This design comes from an exercise in tuning for small area and a short achievable clock period on the open sky130 flow, not from production work.
At most, simulation tests tie the RTL to the original design; equivalence was not proved.
No functional check of the RTL was part of run 2.
Power is estimated from default activity; no workload was simulated.

## flow/design.v (module list and top-level ports; edited modules follow where they fit)
// module if_layer: 1053 lines
module if_layer
(
    input clk,
    input rst,
    input [7:0] spike_in,
    output [1:0] spike_out,
    input [27:0] mem_addr,
    input [31:0] mem_din,
    input mem_wen,
    output [31:0] mem_dout
);
  // ...
==> flow/flow/run.sh <==
#!/bin/bash
# Own flow: the standard synthesis and layout (standard.sh), with one
# netlist clean-up in between: flow/polarity.py flips full adders (self-dual)
# and 2-input gates to their complements where that removes inverters. It
# changes no register and no port. repair_timing aims 5.3 ns above the
# (unchanged) 12 ns constraint. Each tool's output goes to a log here.
set -euo pipefail
R=orfs/results/sky130hd/if_layer/base
bash standard.sh synth > synth_standard.log 2>&1
cp $R/1_2_yosys.v 1_2_yosys.standard.v
python3 flow/polarity.py 1_2_yosys.standard.v $R/1_2_yosys.v > polarity.log 2>&1
rm -f $R/1_synth.odb $R/1_synth.sdc
bash standard.sh SETUP_SLACK_MARGIN=5.3 "BUFFER_PORTS_ARGS=-buffer_cell sky130_fd_sc_hd__buf_2" finish > layout_standard.log 2>&1
==> flow/flow/polarity.py <==
#!/usr/bin/env python3
"""Polarity clean-up of a Yosys netlist written by ORFS synthesis (1_2_yosys.v).

Yosys's extract_fa finds full adders in either polarity and leaves inverters
between them, and ABC maps AND gates feeding adders as and2 where a nand2
would do. A full adder is self-dual (FA(~a,~b,~c) = ~FA(a,b,c)), so each
adder may be flipped: all of its inputs and both of its outputs inverted.
Likewise and2/nand2, or2/nor2 and xor2/xnor2 may be swapped for their
complement. This script chooses a flip for every such cell that minimises
the cell area of the flipped cells plus the inverters still needed, and
rewrites the netlist. Registers and ports are untouched.

usage: polarity.py IN.v OUT.v
"""
import re, sys, collections, random

AREA = {"inv_1": 3.7536, "and2_1": 6.256, "nand2_1": 3.7536, "or2_1": 6.256,
        "nor2_1": 3.7536, "xor2_1": 8.7584, "xnor2_1": 8.7584, "fa_1": 20.0192}
COMP = {"and2_1": "nand2_1", "nand2_1": "and2_1", "or2_1": "nor2_1", "nor2_1": "or2_1",
        "xor2_1": "xnor2_1", "xnor2_1": "xor2_1", "fa_1": "fa_1"}
OUTPINS = {"X", "Y", "Q", "Q_N", "SUM", "COUT", "HI", "LO"}
P = "sky130_fd_sc_hd__"

src = open(sys.argv[1]).read()
inst_re = re.compile(r"^  (\S+) (\S+ ?) ?\(\n(.*?)\n  \);\n", re.S | re.M)
pin_re = re.compile(r"\.(\w+)\((.*?)\)(?:,)?\s*$")

cells = []   # dict(type, name, pins: list of [pin, net])
spans = []
for m in inst_re.finditer(src):
    typ, name, body = m.group(1), m.group(2), m.group(3)
    pins = []
    for line in body.split("\n"):
        pm = pin_re.search(line.strip())
        if not pm:
            raise SystemExit("cannot parse pin line: " + line)
        pins.append([pm.group(1), pm.group(2).strip()])
    cells.append({"type": typ, "name": name, "pins": pins})
    spans.append((m.start(), m.end()))

ports = set()
for m in re.finditer(r"^\s*(input|output)\s*(\[\d+:\d+\])?\s*(\S+);", src, re.M):
    rng, nm = m.group(2), m.group(3)
    if rng:
        hi, lo = map(int, rng[1:-1].split(":"))
        for k in range(min(hi, lo), max(hi, lo) + 1):
            ports.add(f"{nm}[{k}]")
    ports.add(nm)

def short(t):
    return t[len(P):] if t.startswith(P) else None

driver = {}
for ci, c in enumerate(cells):
    for pin, net in c["pins"]:
        if pin in OUTPINS:
            driver[net] = (ci, pin)

isinv = [short(c["type"]) == "inv_1" for c in cells]
def pin_of(c, p):
    for q, n in c["pins"]:
        if q == p:
            return n
    return None

def base(net):
    """(base net, parity) stripping inverters."""
    q = 0
    seen = 0
    while net in driver and isinv[driver[net][0]] and net not in ports and seen < 10:
        net = pin_of(cells[driver[net][0]], "A")
        q ^= 1
        seen += 1
    return net, q

flippable = []
for ci, c in enumerate(cells):
    s = short(c["type"])
    if s in COMP and (s in __import__("os").environ.get("ONLY", s)):
        outs = [n for p, n in c["pins"] if p in OUTPINS]
        if any(o in ports for o in outs):
            continue
        flippable.append(ci)
fidx = {ci: k for k, ci in enumerate(flippable)}
isfa = set(ci for ci in flippable if short(cells[ci]["type"]) == "fa_1")
def flin(ci):
    """does flipping cell ci invert what it needs at its inputs (full adders only)"""
    return flip[fidx[ci]] if ci in isfa else 0

# loads: every non-inverter input pin, expressed on its base net
# net_loads[base] = list of (load cell index or -1, parity q)
net_loads = collections.defaultdict(list)
for ci, c in enumerate(cells):
    if isinv[ci]:
        continue
    for pin, net in c["pins"]:
        if pin in OUTPINS:
            continue
        b, q = base(net)
        net_loads[b].append((ci, q))
# output ports driven through inverters count as loads
port_loads = []
for ci, c in enumerate(cells):
    if isinv[ci]:
        y = pin_of(c, "Y")
        if y in ports:
            b, q = base(y)
            net_loads[b].append((-1, q))

# nets by driver: base nets driven by flippable cells
drv_of = {}
for b in net_loads:
    if b in driver and driver[b][0] in fidx:
        drv_of[b] = driver[b][0]

flip = [0] * len(flippable)
def fl(ci):
    return flip[fidx[ci]] if ci in fidx else 0

def net_cost(b):
    d = fl(drv_of[b]) if b in drv_of else 0
    need = False
    for ci, q in net_loads[b]:
        r = q ^ d ^ (flin(ci) if ci >= 0 else 0)
        if r:
            need = True
            break
    return AREA["inv_1"] if need else 0.0

def cell_cost(ci):
    s = short(cells[ci]["type"])
    return AREA[COMP[s]] if fl(ci) else AREA[s]

# nets touching each flippable cell
touch = collections.defaultdict(set)
for b, loads in net_loads.items():
    for ci, q in loads:
        if ci in fidx:
            touch[ci].add(b)
    if b in drv_of:
        touch[drv_of[b]].add(b)

def total():
    return sum(net_cost(b) for b in net_loads) + sum(cell_cost(ci) for ci in flippable)

orig_inv = sum(isinv) * AREA["inv_1"] + sum(AREA[short(cells[ci]["type"])] for ci in flippable)
def optimise(allflip):
    global flip
    start = total()
    import math
    if allflip:
        for ci in flippable:
            if short(cells[ci]["type"]) in ("fa_1", "and2_1"):
                flip[fidx[ci]] = 1
        cur0 = total()
        sys.stderr.write(f"all flipped start {cur0:.1f}\n")
        start = cur0
    def delta_flip(ci):
        before = sum(net_cost(b) for b in touch[ci]) + cell_cost(ci)
        flip[fidx[ci]] ^= 1
        after = sum(net_cost(b) for b in touch[ci]) + cell_cost(ci)
        return after - before
    rng = random.Random(1)
    cur = start
    best = cur
    best_flip = list(flip)
    moves = 400 * len(flippable)
    T0, T1 = 3.0, 0.02
    for it in range(moves):
        T = T0 * (T1 / T0) ** (it / moves)
        ci = flippable[rng.randrange(len(flippable))]
        d = delta_flip(ci)
        if d <= 0 or rng.random() < math.exp(-d / T):
            cur += d
            if cur < best - 1e-9:
                best = cur
                best_flip = list(flip)
        else:
            flip[fidx[ci]] ^= 1
    flip[:] = best_flip
    improved = True
    rounds = 0
    while improved and rounds < 50:
        improved = False
        rounds += 1
        for ci in flippable:
            if delta_flip(ci) < -1e-9:
                improved = True
            else:
                flip[fidx[ci]] ^= 1
    
    return total(), list(flip), start

results = []
for af in (False, True):
    flip[:] = [0] * len(flippable)
    results.append(optimise(af))
best = min(results, key=lambda r: r[0])
flip[:] = best[1]
start = best[2]
rounds = 0
end = total()
sys.stderr.write(f"polarity: inverters+flippable area before {orig_inv:.1f}, model start {start:.1f}, after {end:.1f}, flipped {sum(flip)} of {len(flippable)}, rounds {rounds}\n")

# rewrite
newcells = []
extra_wires = []
ninv = 0
phys_inv = {}   # base net -> inverted net name
def inverted(b):
    global ninv
    if b not in phys_inv:
        nm = f"_pol_n{len(phys_inv)}_"
        phys_inv[b] = nm
        extra_wires.append(nm)
    return phys_inv[b]

# physical net of a base net b carries b ^ flip(driver)
flipnet = {}
for b, ci in drv_of.items():
    if fl(ci):
        flipnet[b] = f"_pol_f{len(flipnet)}_"
        extra_wires.append(flipnet[b])

def phys(b):
    return flipnet.get(b, b)

def phys_parity(b):
    return fl(drv_of[b]) if b in drv_of else 0

def connect(b, want):
    """net carrying value (b ^ want) physically"""
    r = want ^ phys_parity(b)
    return inverted(b) if r else phys(b)

out_cells = []
for ci, c in enumerate(cells):
    if isinv[ci]:
        y = pin_of(c, "Y")
        if y in ports:
            b, q = base(y)
            # drive the port from the right polarity: buffer-free, keep an inverter if needed
            r = q ^ phys_parity(b)
            if r:
                out_cells.append((P + "inv_1", c["name"], [["A", phys(b)], ["Y", y]]))
            else:
                out_cells.append((P + "buf_1", c["name"], [["A", phys(b)], ["X", y]]))
        continue
    s = short(c["type"])
    f = fl(ci)
    typ = P + COMP[s] if (ci in fidx and f) else c["type"]
    pins = []
    for pin, net in c["pins"]:
        if pin in OUTPINS:
            if typ != c["type"] and pin in ("X", "Y"):
                pin = "Y" if short(typ) in ("nand2_1", "nor2_1", "xnor2_1") else "X"
            pins.append([pin, flipnet.get(net, net) if ci in fidx else net])
        else:
            b, q = base(net)
            pins.append([pin, connect(b, q ^ (f if ci in isfa else 0))])
    out_cells.append((typ, c["name"], pins))
for b, nm in phys_inv.items():
    out_cells.append((P + "inv_1", f"_pol_i{nm[6:-1]}_ ", [["A", phys(b)], ["Y", nm]]))

def fmt(t, n, pins):
    body = ",\n".join(f"    .{p}({net}{' ' if net.startswith(chr(92)) else ''})" for p, net in pins)
    if not n.endswith(" "):
        n = n + " "
    return f"  {t} {n}(\n{body}\n  );\n"

first, last = spans[0][0], spans[-1][1]
for (a1, b1), (a2, b2) in zip(spans, spans[1:]):
    assert src[b1:a2].strip() == "", "unparsed text between cells: " + src[b1:a2][:200]
head = src[:first]
# declare new wires after the last existing wire declaration in head
decl = "".join(f"  wire {w};\n" for w in extra_wires)
out = head + decl + "".join(fmt(*x) for x in out_cells) + src[last:]
open(sys.argv[2], "w").write(out)
newarea = sum(AREA.get(short(t), 0) for t, n, p in out_cells if short(t) in ("inv_1",) ) + \
    sum(AREA[short(t)] for t, n, p in out_cells if short(t) in AREA and short(t) != "inv_1")
sys.stderr.write(f"polarity: inverters now {sum(1 for t,n,p in out_cells if short(t)=='inv_1')} (were {sum(isinv)})\n")
if len(sys.argv) > 3:  # diagnostics
    c = collections.Counter()
    for b in net_loads:
        if net_cost(b) > 0:
            dt = short(cells[driver[b][0]]["type"]) if b in driver else ("port" if b in ports else "?")
            lt = tuple(sorted(set((short(cells[ci]["type"]) if ci >= 0 else "port") + ("*" if (q ^ (fl(drv_of[b]) if b in drv_of else 0) ^ (flin(ci) if ci >= 0 else 0)) else "") for ci, q in net_loads[b])))
            c[(dt, lt)] += 1
    for k, v in c.most_common(20):
        print(v, k)
    c2 = collections.Counter((short(cells[ci]["type"]), fl(ci)) for ci in flippable)
    print(c2)
==> flow/standard.sh <==
#!/bin/bash
# synth_recipe.tcl (not shown) runs the flow's synth.tcl, then flattens the netlist and writes it again
# the make line also repeats each setting of config.mk as NAME=value (left out here)
make -C /OpenROAD-flow-scripts/flow DESIGN_CONFIG=/design/flow/config.mk WORK_HOME=/design/flow/orfs CLKGATE_MAP_FILE= SYNTH_SCRIPT=/design/flow/synth_recipe.tcl "${@:-finish}"
==> flow/config.mk <==
export PLATFORM = sky130hd
export DESIGN_NAME = if_layer
export DESIGN_NICKNAME = if_layer
export VERILOG_FILES = /design/flow/design.v
export SDC_FILE = /design/flow/constraint.sdc
export NUM_CORES = 4
export LEC_CHECK = 0
export ABC_AREA = 1
export CAP_MARGIN = 20
export CORE_MARGIN = 2
export CORE_UTILIZATION = 40
export CTS_CLUSTER_DIAMETER = 80
export CTS_CLUSTER_SIZE = 24
export PLACE_DENSITY = 0.6
export SLEW_MARGIN = 20
==> flow/constraint.sdc <==
create_clock -name core_clock -period 12.0 [get_ports {clk}]
set_input_delay 2.4000 -clock core_clock [delete_from_list [all_inputs] [get_ports {clk}]]
set_output_delay 2.4000 -clock core_clock [all_outputs]
set_load 0.01 [all_outputs]
==> results.py, run 1 <==
metrics = {
    "critical_path": {
        "critPathLaunch": "mem_addr[17]",
        "cp_slowest_cell": "or4_1",
        "crit_required_ps": 9600,
        "path_cells": "buf_2, or4_1, nor2_1, nand3_2, buf_4, mux2_1, buf_2",
    },
    "clocking": {
        "cts_buffer_depth": 3,
        "cts_buffers": 45,
        "clock_latency_ps": 650,
        "cts-resized-gates": 75,
    },
    "global_route": {
        "groute.usage.overall": 0.242,
        "grt_max_degree": 65,
    },
    "route": {
        "wl_met1_mm": 55.4,
        "antenna_left": 0,
    },
    "finish": {
        "multi_input_area_share": 0.435,
        "area_growth_pct": 12.3,
        "top_regs": "n0_npot: 64 flops, n1_npot: 64 flops",
        "post-route-util": 0.454,
        "inverters": 619,
    },
    "sta": {
        "clock_skew_ps": 28.0,
        "tightest_slew_ps": 1040,
        "fmax_mhz": 150,
    },
    "logic_synthesis": {
        "ys_warn_count": 1,
        "syn_avg_cell_area_um2": 10.5,
    },
    "floorplanning": {
        "io_pins": 105,
    },
    "place": {
        "place_ws_ps": 3360,
    },
    "status": {
        "status": "finished clean",
    },
}
==> run 2: changes to the inputs <==
--- a/flow/design.v
+++ b/flow/design.v
@@ -506,29 +506,34 @@
 wire n0_ts223 = n0_npot[33] ^ n0_tc220 ^ n0_tc221;
 wire n0_tc223 = (n0_npot[33] & n0_tc220) | (n0_tc221 & (n0_npot[33] ^ n0_tc220));
 wire n0_ts224 = n0_npot[34] ^ 1'b0 ^ n0_tc223;
 wire n0_tc224 = (n0_npot[34] & 1'b0) | (n0_tc223 & (n0_npot[34] ^ 1'b0));
 wire n0_ts225 = n0_npot[35] ^ 1'b0 ^ n0_tc224;
 wire n0_tc225 = (n0_npot[35] & 1'b0) | (n0_tc224 & (n0_npot[35] ^ 1'b0));
 wire [37:0] n0_ra = {1'b1, n0_tc225, n0_ts225, n0_ts224, n0_tc222, n0_tc219, n0_tc212, n0_tc205, n0_tc198, n0_tc191, n0_tc184, n0_tc177, n0_tc170, n0_tc163, n0_tc156, n0_tc149, n0_tc142, n0_tc135, n0_tc128, n0_tc121, n0_tc114, n0_tc107, n0_tc100, n0_tc93, n0_tc86, n0_tc79, n0_tc72, n0_tc65, n0_tc58, n0_tc51, n0_tc44, n0_tc37, n0_tc30, n0_tc23, n0_tc16, n0_ts16, n0_ts9, n0_ts3};
 wire [37:0] n0_rb = {1'b1, 1'b1, 1'b1, 1'b1, n0_ts223, n0_ts222, n0_ts219, n0_ts212, n0_ts205, n0_ts198, n0_ts191, n0_ts184, n0_ts177, n0_ts170, n0_ts163, n0_ts156, n0_ts149, n0_ts142, n0_ts135, n0_ts128, n0_ts121, n0_ts114, n0_ts107, n0_ts100, n0_ts93, n0_ts86, n0_ts79, n0_ts72, n0_ts65, n0_ts58, n0_ts51, n0_ts44, n0_ts37, n0_ts30, n0_ts23, 1'b1, 1'b1, 1'b1};
-wire [37:0] n0_lo = ~n0_ra + ~n0_rb;
+wire [37:0] n0_a = ~n0_ra, n0_b = ~n0_rb;
+wire [36:0] n0_lo = n0_a[35:0] + n0_b[35:0];
+wire n0_c36 = n0_lo[36];
+wire [1:0] n0_t0 = n0_a[37:36] + n0_b[37:36];
 wire [27:0] n0_ph = n0_pot[63:36];
 wire [27:0] n0_ones, n0_zeros;   
 assign n0_ones[0] = 1'b1;
 assign n0_zeros[0] = 1'b1;
 genvar n0_g;
 generate for (n0_g = 1; n0_g < 28; n0_g = n0_g + 1) begin : n0_pre
     assign n0_ones[n0_g] = &n0_ph[n0_g-1:0];
     assign n0_zeros[n0_g] = ~|n0_ph[n0_g-1:0];
 end endgenerate
-wire n0_inc = n0_lo[37];
-wire n0_dec = ~n0_lo[37] & ~n0_lo[36];
-wire [27:0] n0_hi = n0_ph ^ (({28{n0_inc}} & n0_ones) | ({28{n0_dec}} & n0_zeros));
+wire [27:0] n0_pinc = n0_ph ^ n0_ones;
+wire [27:0] n0_pdec = n0_ph ^ n0_zeros;
+wire n0_inc = n0_c36 ? (n0_t0 == 2'd1) : (n0_t0 == 2'd2);
+wire n0_dec = ~n0_c36 & (n0_t0 == 2'd0);
+wire [27:0] n0_hi = n0_inc ? n0_pinc : n0_dec ? n0_pdec : n0_ph;
 always @(posedge clk) begin
     if (rst | clr[0]) n0_npot <= ~64'd0;
     else n0_npot <= ~{n0_hi, n0_lo[35:0]};
 end
 assign spike_out[0] = (|n0_pot[63:4]) | (&n0_pot[3:0]);
 wire n1_wsel = mem_wen & acc_ok & sel1;
 reg [31:0] n1_w0;
 reg [31:0] n1_w1;
@@ -1019,29 +1024,34 @@
 wire n1_ts223 = n1_npot[33] ^ n1_tc220 ^ n1_tc221;
 wire n1_tc223 = (n1_npot[33] & n1_tc220) | (n1_tc221 & (n1_npot[33] ^ n1_tc220));
 wire n1_ts224 = n1_npot[34] ^ 1'b0 ^ n1_tc223;
 wire n1_tc224 = (n1_npot[34] & 1'b0) | (n1_tc223 & (n1_npot[34] ^ 1'b0));
 wire n1_ts225 = n1_npot[35] ^ 1'b0 ^ n1_tc224;
 wire n1_tc225 = (n1_npot[35] & 1'b0) | (n1_tc224 & (n1_npot[35] ^ 1'b0));
 wire [37:0] n1_ra = {1'b1, n1_tc225, n1_ts225, n1_ts224, n1_tc222, n1_tc219, n1_tc212, n1_tc205, n1_tc198, n1_tc191, n1_tc184, n1_tc177, n1_tc170, n1_tc163, n1_tc156, n1_tc149, n1_tc142, n1_tc135, n1_tc128, n1_tc121, n1_tc114, n1_tc107, n1_tc100, n1_tc93, n1_tc86, n1_tc79, n1_tc72, n1_tc65, n1_tc58, n1_tc51, n1_tc44, n1_tc37, n1_tc30, n1_tc23, n1_tc16, n1_ts16, n1_ts9, n1_ts3};
 wire [37:0] n1_rb = {1'b1, 1'b1, 1'b1, 1'b1, n1_ts223, n1_ts222, n1_ts219, n1_ts212, n1_ts205, n1_ts198, n1_ts191, n1_ts184, n1_ts177, n1_ts170, n1_ts163, n1_ts156, n1_ts149, n1_ts142, n1_ts135, n1_ts128, n1_ts121, n1_ts114, n1_ts107, n1_ts100, n1_ts93, n1_ts86, n1_ts79, n1_ts72, n1_ts65, n1_ts58, n1_ts51, n1_ts44, n1_ts37, n1_ts30, n1_ts23, 1'b1, 1'b1, 1'b1};
-wire [37:0] n1_lo = ~n1_ra + ~n1_rb;
+wire [37:0] n1_a = ~n1_ra, n1_b = ~n1_rb;
+wire [36:0] n1_lo = n1_a[35:0] + n1_b[35:0];
+wire n1_c36 = n1_lo[36];
+wire [1:0] n1_t0 = n1_a[37:36] + n1_b[37:36];
 wire [27:0] n1_ph = n1_pot[63:36];
 wire [27:0] n1_ones, n1_zeros;   
 assign n1_ones[0] = 1'b1;
 assign n1_zeros[0] = 1'b1;
 genvar n1_g;
 generate for (n1_g = 1; n1_g < 28; n1_g = n1_g + 1) begin : n1_pre
     assign n1_ones[n1_g] = &n1_ph[n1_g-1:0];
     assign n1_zeros[n1_g] = ~|n1_ph[n1_g-1:0];
 end endgenerate
-wire n1_inc = n1_lo[37];
-wire n1_dec = ~n1_lo[37] & ~n1_lo[36];
-wire [27:0] n1_hi = n1_ph ^ (({28{n1_inc}} & n1_ones) | ({28{n1_dec}} & n1_zeros));
+wire [27:0] n1_pinc = n1_ph ^ n1_ones;
+wire [27:0] n1_pdec = n1_ph ^ n1_zeros;
+wire n1_inc = n1_c36 ? (n1_t0 == 2'd1) : (n1_t0 == 2'd2);
+wire n1_dec = ~n1_c36 & (n1_t0 == 2'd0);
+wire [27:0] n1_hi = n1_inc ? n1_pinc : n1_dec ? n1_pdec : n1_ph;
 always @(posedge clk) begin
     if (rst | clr[1]) n1_npot <= ~64'd0;
     else n1_npot <= ~{n1_hi, n1_lo[35:0]};
 end
 assign spike_out[1] = (|n1_pot[63:4]) | (&n1_pot[3:0]);
 always @(posedge clk) begin
     if (rst)
         clr <= 2'b11;
==> flow/flow/run.sh (replaced) <==
#!/bin/bash
# Own flow: the standard synthesis and layout (standard.sh), with one
# netlist clean-up in between: flow/polarity.py flips full adders (self-dual)
# and 2-input gates to their complements where that removes inverters. It
# changes no register and no port. repair_timing aims 5.6 ns above the
# (unchanged) 12 ns constraint. Each tool's output goes to a log here.
set -euo pipefail
R=orfs/results/sky130hd/if_layer/base
bash standard.sh synth > synth_standard.log 2>&1
cp $R/1_2_yosys.v 1_2_yosys.standard.v
python3 flow/polarity.py 1_2_yosys.standard.v $R/1_2_yosys.v > polarity.log 2>&1
rm -f $R/1_synth.odb $R/1_synth.sdc
bash standard.sh SETUP_SLACK_MARGIN=5.6 "BUFFER_PORTS_ARGS=-buffer_cell sky130_fd_sc_hd__buf_2" finish > layout_standard.log 2>&1
==> flow/config.mk (replaced) <==
export PLATFORM = sky130hd
export DESIGN_NAME = if_layer
export DESIGN_NICKNAME = if_layer
export VERILOG_FILES = /design/flow/design.v
export SDC_FILE = /design/flow/constraint.sdc
export NUM_CORES = 4
export LEC_CHECK = 0
export CAP_MARGIN = 20
export CORE_MARGIN = 2
export CORE_UTILIZATION = 40
export CTS_CLUSTER_DIAMETER = 80
export CTS_CLUSTER_SIZE = 24
export PLACE_DENSITY = 0.6
export SLEW_MARGIN = 20
==> run 2 against run 1 <==
First-iteration DRC count fell by 0.84%. Clock power decreased by 6%. Clock skew increased by 21 ps. Die area shrank 0.97%. Final area is 9.2% higher. Count of clock-buffer cells in the layout down 3. Utilization rose by 4.4 points. Flip-flop and latch count did not move. Highest routed layer unchanged.
==> results.py, run 2 <==
metrics = {
    "finish": {
        "seqCellArea_um2": 19900,
        "top_regs": "n0_npot: 37 flops, n1_npot: 37 flops",
        "final_nets": 4516,
        "final_cell_mix": "nand2_1, edfxtp_1, fa_1, fa_2, buf_4",
        "drive_above_1_share": 0.293,
        "fillers": 9200,
        "area_growth_pct": 23.8,
        "multi_input_area_um2": 24500,
        "post-route-util": 0.498,
        "final_common_cell": "nand2_1",
    },
    "logic_synthesis": {
        "syn_avg_cell_area_um2": 11.8,
        "ys_warn_count": 1,
        "synth_area_um2": 43100,
        "synth_nets": 4249,
        "synth_cells": 3638,
    },
    "clocking": {
        "cts_tree": "yes",
        "cts_buffer_depth": 3,
        "clk_pin_slew_ps": 100,
        "cts_buffers": 43,
        "root_buffer": "clkbuf_16",
        "cts.sinks": 706,
        "h-tree-depth": 2,
        "cts.hold.buffers_added": 0,
        "clock_latency_ps": 650,
    },
    "sta": {
        "grt_setup_unrepaired": "yes",
        "hold_violations": 0,
        "finalCritPeriodShare": 0.585,
        "clock_skew_ps": 48.7,
        "setup_viol": 0,
        "post-route-worst-setup-slack_ps": 4980,
        "slew_headroom": 0.208,
        "fin_crit_ps": 7020,
        "fin_tns_setup_ps": 0,
        "report.final.slew_viol_count": 0,
        "tightest_slew_ps": 1180,
        "fmax_mhz": 142,
    },
    "critical_path": {
        "path_max_fanout": 16,
        "ff2ff_path_depth": 23,
        "path_cells": "buf_16, buf_6, bufbuf_16, nand2_1, fa_1, fa_2, fa_2, fa_1, inv_1, ha_4, a21oi_4, o21ai_2, a22o_1, a31oi_4, o31a_1, o21ai_2, nand2_2, inv_2, ha_4, buf_6, buf_12, a21o_1, a211o_1, a311o_1",
        "worstSetupStartpointType": "input port",
        "cp_slowest_cell": "fa_2",
        "cp-end-kind": "flip-flop",
        "worst-setup-path-type": "input port to flip-flop",
        "cpPeakStageDelay_ps": 570,
        "cp.arrival_ps": 7560,
        "crit_required_ps": 12540,
    },
    "global_route": {
        "grt_max_degree": 59,
        "antenna_found_initial": 9,
        "grt_pass1_wl_mm": 211,
        "first_global_vias": 31277,
        "groute.usage.overall": 0.260,
        "grt_remaining_overflow": 0,
    },
    "place": {
        "place_ws_ps": 2350,
        "hpwl_mm": 86.3,
        "port_buffers": 104,
        "gp_congestion": 0.854,
    },
    "min_path": {
        "hold_path.class": "flip-flop to flip-flop",
        "whs_path_depth": 2,
    },
    "floorplanning": {
        "die_w_um": 332,
        "fp.dieH_um": 332,
        "core_region_area_um2": 107000,
        "fp.dieArea_um2": 110000,
        "initial_utilization": 0.403,
        "core.rowCount": 120,
        "io_pins": 105,
    },
    "pwr": {
        "p_seq_frac": 0.246,
        "power_mw": 12.3,
        "p_sw_frac": 0.417,
        "net-switching-power_mw": 5.12,
        "ir_drop_mv": 0.168,
        "p_per_area_nw_per_um2": 231,
        "p_int_mw": 7.17,
        "comb_power_share": 0.619,
        "clock_power_share": 0.135,
        "leakage_nw": 19.1,
    },
    "route": {
        "met3_length_mm": 14.3,
        "antenna_left": 0,
        "wire_per_inst_um": 27.6,
        "wl_met1_mm": 58.0,
        "drc": 0,
        "dr_wl_met2_mm": 68.8,
        "via_per_inst": 5.89,
        "drt_iter0_drc": 3412,
        "routed_wl_mm": 147,
        "vias": 31486,
        "dr.pass1.iters": 6,
        "top_layer_used": "met5",
    },
    "job": {
        "drv_cap": 0,
    },
    "status": {
        "status": "finished clean",
    },
}
[run 2: layer usage]
layer | vias to the layer above | global-route usage
li1 | 13274 | -
met2 | 1771 | 0.417
met5 | - | 0
met4 | 6 | 0.0943
met3 | 317 | 0.0463
met1 | 16118 | 0.355
[run 2: power groups by stage]
| stage | registers (mW) | clock network, mW | logic (mW) |
|---|---|---|---|
| 6_report | 3.02 | 1.66 | 7.61 |
| 5_1_grt | 3.05 | 1.76 | 8.22 |
| 4_1_cts | 3.01 | 1.68 | 6.62 |
| 3_5_place_dp | 3.06 | 0 | 5.16 |
| 3_3_place_gp | 3.06 | 0 | 5.13 |
| 2_1_floorplan | 2.96 | 0 | 4.28 |
[run 2: stage by stage]
| step | hold WS [ps] | cells | instance area [um^2] |
|---|---|---|---|
| global placement | 485 | 4997 | 45900 |
| finish | 525 | 5344 | 53300 |
| global route | 550 | 5343 | 53300 |
| floorplan | 456 | 3638 | 44700 |
| CTS | 523 | 5263 | 51700 |
| detailed placement | 499 | 4997 | 45900 |
[run 2: worst paths after layout]
check	startpoint	end	slack [ps]
worst min-delay path	flip-flop	flip-flop	520
worst min register to register	flip-flop	flip-flop	520
worst max-delay path	spike_in[0]	flip-flop	4980
worst max register to register	n0_w7[2]$_DFFE_PP_	flip-flop	6620
[run 2: cell type report]
type,instances,share of cell area
clock inverter,26,0.00550
sequential,706,0.373
inverter,189,0.0137
antenna,4,0.000188
clock buffer,51,0.0208
tap,1403,0.0329
multi-input combinational,2552,0.460
timing repair buffer,413,0.0932
[run 2: critical path: cells and delay by family]
family / cells / cell delay, ps
compound gates: 9 / 1660
fa+ha+maj: 6 / 2300
buf+inv: 7 / 970
simple gates: 2 / 200
[run 2: repair_timing]
item | CTS | global route
setup endpoints to repair | 144 | 108
pin swaps | 202 | 168
buffers inserted | 148 | 67
resized for setup | 487 | 218
cloned | 41 | 10

separate check: timing with driven ports:
No port has a modelled driver above. Below, the same layouts with a new extraction and two added sets of constraints.
Step 1 assumes that a clkbuf_16 drives the clock port and a buf_2 every other input.
Step 2 also shifts input and output timing later by t, the mid clock arrival at the registers, as if the neighbouring blocks saw the same clock.
Three values: no drivers, after step 1, after step 2; two values: the first two.
run | t (ns) | setup WS [ns] | pins driven straight from the clock port
run 1 | 0.704 | 5.341 / 5.299 / 4.594 | 1
run 2 | 0.692 | 4.980 / 4.634 / 3.943 | 1
After both steps setup and hold are still met in every run listed. For run 2, which loses most, drivers alone change the setup slack by -0.346 ns; drivers and shift together by -1.037 ns.
